Background: an optimization exercise with open tools, aiming at small area. Do not read the settings as production practice.
The RTL was checked by simulation tests, not by an equivalence proof against the original design.

## pipe_make
module pipe_make(
		input clk,
		input rst,
		input [2:0] colour,
		input [7:0] in_x,
		input [6:0] in_y,
		input [7:0] width,
		input [6:0] height,
		input go_draw,
		input [3:0] pipe_type,
		output finish_draw,
		output [7:0] out_x,
		output [6:0] out_y,
		output [2:0] out_colour
	);
	wire [2:0] s = (pipe_type > 4'd5) ? 3'd0 : pipe_type[2:0];
	wire [1:0] cnt [0:5];
	wire [5:0] fin, v1, v2;
	wire [4:0] t5 [0:5];
	wire [2:0] u5 [0:5];
	wire [1:0] m3 [0:5];
	wire [2:0] y7 [0:5];
	genvar i;
	generate
		for (i = 0; i < 6; i = i + 1) begin : shape
			pm_shape #(.KIND(i == 0 ? 0 : i == 1 ? 1 : 2)) u(
				.clk(clk), .rst(rst), .go(go_draw && s == i),
				.cnt(cnt[i]), .fin(fin[i]), .v1(v1[i]), .v2(v2[i]),
				.t5(t5[i]), .u5(u5[i]), .m3o(m3[i]), .y7o(y7[i]));
		end
	endgenerate
	wire [1:0] c = cnt[s];
	wire [4:0] t = t5[s];
	wire [2:0] u = u5[s];
	wire [1:0] m = m3[s];
	wire [2:0] y = y7[s];
	wire ver = (s == 3'd0);
	wire hor = (s == 3'd1);
	wire right = (s == 3'd3) || (s == 3'd5);
	wire down = (s == 3'd4) || (s == 3'd5);
	reg [6:0] j;
	reg [2:0] m6;
	reg [2:0] dx;
	reg [3:0] dy;
	reg zero, green;
	always @(*) begin
		j = 7'd0; m6 = 3'd0;
		zero = 1'b0; green = 1'b0;
		m6 = (t[0] ? 3'd3 : 3'd0) + (m == 2'd1 ? 3'd4 : m == 2'd2 ? 3'd2 : 3'd0);
		if (m6 >= 3'd6) m6 = m6 - 3'd6;
		case (c)
			2'd0: begin  
				dx = 3'd4; dy = 4'd4; green = 1'b1;
			end
			2'd1: begin  
				dx = t[2:0]; dy = {u, t[3]}; zero = (u == 3'd7);
			end
			2'd2: begin  
				zero = !v1[s]; green = v1[s];
				if (ver) begin         
					j = {u, t[3:0]} + 7'd38;
					if (j >= 7'd80) j = j - 7'd80;
					if (j >= 7'd40) j = j - 7'd40;
					dx = 3'd2 + j[1:0]; dy = j[5:2];
				end else if (hor) begin  
					j = {2'b0, t} - 7'd18;
					dx = j[2:0]; dy = 4'd3 + j[4:3];
				end else begin           
					dx = (right ? 3'd2 : 3'd0) + m6;
					dy = (down ? 4'd3 : 4'd0) + y;
				end
			end
			default: begin  
				zero = !v2[s];
				if (ver || hor) begin    
					dx = {2'b0, t[0]}; dy = 4'd0;
				end else begin           
					dx = (right ? 3'd6 : 3'd0) + m6[0];
  ...
Size in the first run: roughly 1100 cells after synthesis, ~150 flip-flops, about 9400 sq um of cells after synthesis.
make LEC_CHECK=0 CAP_MARGIN=20 CORE_MARGIN=2 CORE_UTILIZATION=40 SLEW_MARGIN=20 finish   # period 10.0 ns
run.sh (not shown) runs the stock make flow with config.mk's settings and CLKGATE_MAP_FILE= SYNTH_SCRIPT=/design/flow/synth_recipe.tcl, a recipe that flattens the netlist after the stock synthesis.
The baseline completed with no timing, DRC or antenna violations.
Edit:
==> flow/flow/run.sh (new file) <==
#!/bin/bash
# Own layout flow: the standard ORFS flow with three changes to how the
# layout is made:
#  - synthesis leaves adders to ABC instead of mapping them to the library's
#    half/full adder cells first (ADDER_MAP_FILE empty); registers, their
#    names and cell types are the same as in the standard synthesis;
#  - the port buffers are the smallest buffer (buf_1) instead of a delay cell;
#  - clock tree synthesis uses clkbuf_8 and no dummy loads.
set -euo pipefail
bash standard.sh \
  ADDER_MAP_FILE= \
  "BUFFER_PORTS_ARGS=-buffer_cell sky130_fd_sc_hd__buf_1" \
  "CTS_ARGS=-sink_clustering_enable -repair_clock_nets -buf_list sky130_fd_sc_hd__clkbuf_8 -dont_use_dummy_load -sink_clustering_size 40 -sink_clustering_max_diameter 150" \
  finish > flow_make.log 2>&1
==> flow/standard.sh (new file) <==
#!/bin/bash
# synth_recipe.tcl (not shown) runs the flow's synth.tcl, then flattens the netlist and writes it again
# the make line also repeats each setting of config.mk as NAME=value (left out here)
make -C /OpenROAD-flow-scripts/flow DESIGN_CONFIG=/design/flow/config.mk WORK_HOME=/design/flow/orfs CLKGATE_MAP_FILE= SYNTH_SCRIPT=/design/flow/synth_recipe.tcl "${@:-finish}"
removed: flow/run.sh
Effect: Cell area is lower by 20%; routed wire length is lower by 13%; area after synthesis is lower by 13%.

## static timing again, ports no longer ideal
How much do the figures lean on ideal ports? The routed layouts below were timed once more, with nothing changed but the port constraints. Step 1: set_driving_cell puts a clkbuf_16 on clk and a buf_2 on each other input, an assumption about the parent block. Step 2 moves the port delays by t, midway between the first and last clock arrival at a register: inputs arrive t later, outputs are due t later. That takes back most of the time a late clock gives input paths. Slacks: no drivers / after step 1 / after step 2; pairs: no drivers / after step 1.
run	t (ns)	slack for setup (ns)	hold slack, ns	pins driven straight from the clock port
the first run	0.472	0.355 / 0.330 / 0.330	0.437 / 0.437 / 0.437	1
the second run	0.495	1.889 / 1.849 / 1.849	0.473 / 0.473 / 0.473	1
After both steps every run listed still meets setup and hold. For the second run, which loses most, drivers alone change the setup slack by -0.040 ns; drivers and shift together by -0.040 ns.
